Background: an optimization exercise with open tools, aiming at a short achievable clock period. Do not read the settings as production practice. Function was checked by simulation only, so behaviour that the tests miss may differ from the original. No driver is modelled on the clock port, so clocking that relies on it looks cheaper here than on a real chip. Power is estimated from default activity; no workload was simulated.

== main ==
==> module OS_PE_last, before the edit <==
module OS_PE_last #(parameter in_word_size 	= 16,
							out_word_size 	= 16,
							early 			= 0	)	 
(
	input     								clk		,
	input     								rst			,
	input   wire	[in_word_size-1:0]   	fmap_in		,
	input   wire	[in_word_size-1:0]   	fmap_next	,	 
	input	wire	[in_word_size-1:0]   	kernel_in	,	 
	input	wire	[in_word_size-1:0]   	kernel_next	,	 
	input	wire	[in_word_size-1:0]   	kernel_next2,	 
	input	wire	[in_word_size-1:0]   	kernel_next3,	 
	input	wire   	[out_word_size-1:0] 	Result_in_s	,
	input	wire   	[out_word_size-1:0] 	Result_in_c	,
	input 	wire 			  				Op_sel		,
	output	reg    [in_word_size-1:0]   	fmap_out	,
	output  reg    [in_word_size-1:0]   	kernel_out	,
	output 	reg    [out_word_size-1:0]  	Result_out
);
	localparam W = 16;
	function [2*W-1:0] csa;
		input [W-1:0] a, b, c;
		begin
			csa[W-1:0]   = a ^ b ^ c;
			csa[2*W-1:W] = ((a & b) | (a & c) | (b & c)) << 1;
		end
	endfunction
	wire [W-1:0] x   = early ? fmap_next    : fmap_in;
	wire [W-1:0] m   = early ? kernel_next  : kernel_in;
	wire [W-1:0] kn  = early ? kernel_next2 : kernel_next;
	wire [W-1:0] kn2 = early ? kernel_next3 : kernel_next2;
	reg [W-1:0] n3, n5, n7, n9, n15;
	reg [W-1:0] k3, k5, k7, k9, k11, k13, k15;
	wire [W-1:0] mult [0:15];
	assign mult[0]  = {W{1'b0}};
	assign mult[1]  = m;
	assign mult[2]  = {m[W-2:0], 1'b0};
	assign mult[3]  = k3;
	assign mult[4]  = {m[W-3:0], 2'b0};
	assign mult[5]  = k5;
	assign mult[6]  = {k3[W-2:0], 1'b0};
	assign mult[7]  = k7;
	assign mult[8]  = {m[W-4:0], 3'b0};
	assign mult[9]  = k9;
	assign mult[10] = {k5[W-2:0], 1'b0};
	assign mult[11] = k11;
	assign mult[12] = {k3[W-3:0], 2'b0};
	assign mult[13] = k13;
	assign mult[14] = {k7[W-2:0], 1'b0};
	assign mult[15] = k15;
	wire [W-1:0] r0 = mult[x[3:0]];
	wire [W-1:0] r1 = mult[x[7:4]]   << 4;
	wire [W-1:0] r2 = mult[x[11:8]]  << 8;
	wire [W-1:0] r3 = mult[x[15:12]] << 12;
	wire [W-1:0] a0s, a0c, b0s, b0c;
	assign {a0c, a0s} = csa(r0, r1, r2);
	wire [W-1:0] q4 = (r0 ^ r1) ^ (r2 ^ r3);
	wire [W-1:0] co4 = ((r0 ^ r1) & r2) | (~(r0 ^ r1) & r0);
	wire [W-1:0] ci4 = {co4[W-2:0], 1'b0};
	assign b0s = q4 ^ ci4;
	assign b0c = {((q4[W-2:0] & ci4[W-2:0]) | (~q4[W-2:0] & r3[W-2:0])), 1'b0};
	reg  [W-1:0] Ms, Mc;	 
	reg  [W-1:0] Acc;		 
	wire [W-1:0] Psum;		 
	wire [W-1:0] Rin  = Result_in_s + Result_in_c;
	generate
		if (early) begin : E
			reg [W-1:0] M3, Mp;
			always @ (posedge clk or negedge rst)
				if (!rst) begin
					M3 <= 0;
					Mp <= 0;
				end else begin
					M3 <= r3;
					Mp <= Ms + Mc + M3;
				end
			assign Psum = Acc + Mp;
		end else begin : N
			assign Psum = Acc + Ms + Mc;
		end
	endgenerate
always @ (posedge clk or negedge rst) begin
	if (!rst) begin
			fmap_out 	<= 0;
			kernel_out 	<= 0;
			n3 <= 0; n5 <= 0; n7 <= 0; n9 <= 0; n15 <= 0;
			k3 <= 0; k5 <= 0; k7 <= 0; k9 <= 0; k11 <= 0; k13 <= 0; k15 <= 0;
			Ms 			<= 0;
			Mc 			<= 0;
			Acc 		<= 0;
			Result_out 	<= 0;
		end
	else begin
			fmap_out 	<= fmap_in;
			kernel_out 	<= kernel_in;
			n3  <= kn2 + {kn2[W-2:0], 1'b0};
			n5  <= kn2 + {kn2[W-3:0], 2'b0};
			n7  <= {kn2[W-4:0], 3'b0} - kn2;
			n9  <= kn2 + {kn2[W-4:0], 3'b0};
			n15 <= {kn2[W-5:0], 4'b0} - kn2;
			k3  <= n3;
			k5  <= n5;
			k7  <= n7;
			k9  <= n9;
			k11 <= {kn[W-4:0], 3'b0} + n3;
			k13 <= {kn[W-4:0], 3'b0} + n5;
			k15 <= n15;
			Ms 			<= early ? a0s : b0s;
			Mc 			<= early ? a0c : b0c;
			Acc 		<= Psum;
			Result_out  <= (Op_sel) ? Rin : Psum;
	end
end
endmodule
export LEC_CHECK = 0
export CAP_MARGIN = 20
export CORE_MARGIN = 2
export CORE_UTILIZATION = 55
export SETUP_SLACK_MARGIN = 4.3
export SLEW_MARGIN = 20
create_clock -name core_clock -period 7.0 [get_ports {clk}]
standard.sh (not shown) runs the stock make flow with config.mk's settings and CLKGATE_MAP_FILE= SYNTH_SCRIPT=/design/flow/synth_recipe.tcl, a recipe that flattens the netlist after the stock synthesis.
==> flow/flow/run.sh <==
#!/bin/bash
set -euo pipefail
bash standard.sh MATCH_CELL_FOOTPRINT=0 PRE_CTS_TCL="$PWD/flow/pre_cts.tcl" finish > standard_flow.log 2>&1
==> flow/flow/pre_cts.tcl <==
# Put each flip-flop that drives an output port's buffer right beside that
# buffer, then legalize.
proc my_pull_output_flops {} {
  set block [ord::get_db_block]
  set n 0
  foreach port [get_ports -quiet [all_outputs]] {
    set net [get_nets -quiet [get_full_name $port]]
    if {$net eq ""} continue
    foreach drv [get_pins -quiet -of_objects $net -filter "direction == output"] {
      set buf [get_cells -of_objects $drv]
      set in [get_pins -of_objects $buf -filter "direction == input"]
      set inet [get_nets -of_objects $in]
      foreach d2 [get_pins -quiet -of_objects $inet -filter "direction == output"] {
        set ff [get_cells -of_objects $d2]
        if {![string match "sky130_fd_sc_hd__dfrtp_*" [get_property $ff ref_name]]} continue
        set dbuf [sta::sta_to_db_inst $buf]
        set dff [sta::sta_to_db_inst $ff]
        set loc [$dbuf getLocation]
        $dff setLocation [lindex $loc 0] [lindex $loc 1]
        $dff setPlacementStatus PLACED
        incr n
      }
    }
  }
  puts "my_pull_output_flops: moved $n flip-flops"
  detailed_placement
}
my_pull_output_flops
Here is what was changed in the inputs of the feature branch compared with main.
diff --git a/flow/design.v b/flow/design.v
--- a/flow/design.v
+++ b/flow/design.v
@@ -142,15 +142,15 @@
 	wire [W-1:0] kn2 = early ? kernel_next3 : kernel_next2;
 	reg [W-1:0] n3, n5, n7, n9, n15;
-	reg [W-1:0] k3, k5, k7, k9, k11, k13, k15;
+	reg [W-1:0] k1, k3, k5, k7, k9, k11, k13, k15;	 
 	wire [W-1:0] mult [0:15];
 	assign mult[0]  = {W{1'b0}};
-	assign mult[1]  = m;
-	assign mult[2]  = {m[W-2:0], 1'b0};
+	assign mult[1]  = k1;
+	assign mult[2]  = {k1[W-2:0], 1'b0};
 	assign mult[3]  = k3;
-	assign mult[4]  = {m[W-3:0], 2'b0};
+	assign mult[4]  = {k1[W-3:0], 2'b0};
 	assign mult[5]  = k5;
 	assign mult[6]  = {k3[W-2:0], 1'b0};
 	assign mult[7]  = k7;
-	assign mult[8]  = {m[W-4:0], 3'b0};
+	assign mult[8]  = {k1[W-4:0], 3'b0};
 	assign mult[9]  = k9;
 	assign mult[10] = {k5[W-2:0], 1'b0};
@@ -196,5 +196,5 @@
 			kernel_out 	<= 0;
 			n3 <= 0; n5 <= 0; n7 <= 0; n9 <= 0; n15 <= 0;
-			k3 <= 0; k5 <= 0; k7 <= 0; k9 <= 0; k11 <= 0; k13 <= 0; k15 <= 0;
+			k1 <= 0; k3 <= 0; k5 <= 0; k7 <= 0; k9 <= 0; k11 <= 0; k13 <= 0; k15 <= 0;
 			Ms 			<= 0;
 			Mc 			<= 0;
@@ -210,4 +210,5 @@
 			n9  <= kn2 + {kn2[W-4:0], 3'b0};
 			n15 <= {kn2[W-5:0], 4'b0} - kn2;
+			k1  <= kn;
 			k3  <= n3;
 			k5  <= n5;
[summary]
In the metrics for main and the feature branch, the one carrying the higher length in cells of the worst reg-to-reg path is main. main reports its slowest stage cell on the critical path as fa_2 while the feature branch reports dfrtp_2. Delta (the feature branch minus main): clock share of power was more or less identical; via count was more or less identical; register area was more or less identical. The feature branch gives more top fanout value on the critical path than main did. The compound-gate portion of the synthesized area on the feature branch is in line with that on main. Per the comparison of the feature branch with main, share of the final layout cell area in multi-input gates essentially unchanged; first-pass GRT wire length -about 0.6%; post-CTS setup buffer count climbed 11%; power neither gained nor lost much. Sequential logic power: the feature branch vs main — no meaningful difference. Relative area of non-clock buffer cells in the final design: the feature branch vs main, no meaningful difference. In summary, main completed successfully, with a layout that passed the timing, DRC and antenna checks. The feature branch was carried through to the last stage, and its layout satisfied the timing, DRC and antenna checks. In the tables for main and the feature branch, wire length reads lower with the feature branch.

## separate check: timing with driven ports
In the flow no input, the clock included, has a driving cell. The finished layouts below were timed again as built, in two steps. Step 1 sets driving cells, clkbuf_16 on the clock port and buf_2 on the other inputs (assumed; they add their load-dependent delay and slew). Step 2 times the ports against the registers' clock, not the clock port: input delays grow and output delays shrink by t, the midpoint of the rising clock arrivals with the driver on. a / b / c = ideal ports / drivers / drivers and shift; a / b = the first two.
| run | t, ns | slack for setup (ns) | latest minus earliest clock arrival (ns) |
|---|---|---|---|
| main | 1.123 | 3.997 / 3.907 / 3.072 | 0.096 / 0.097 |
| the feature branch | 1.137 | 4.040 / 3.916 / 3.160 | 0.072 / 0.072 |
After both steps every run listed still meets setup and hold. For main, which loses most, drivers alone change the setup slack by -0.090 ns; drivers and shift together by -0.925 ns.
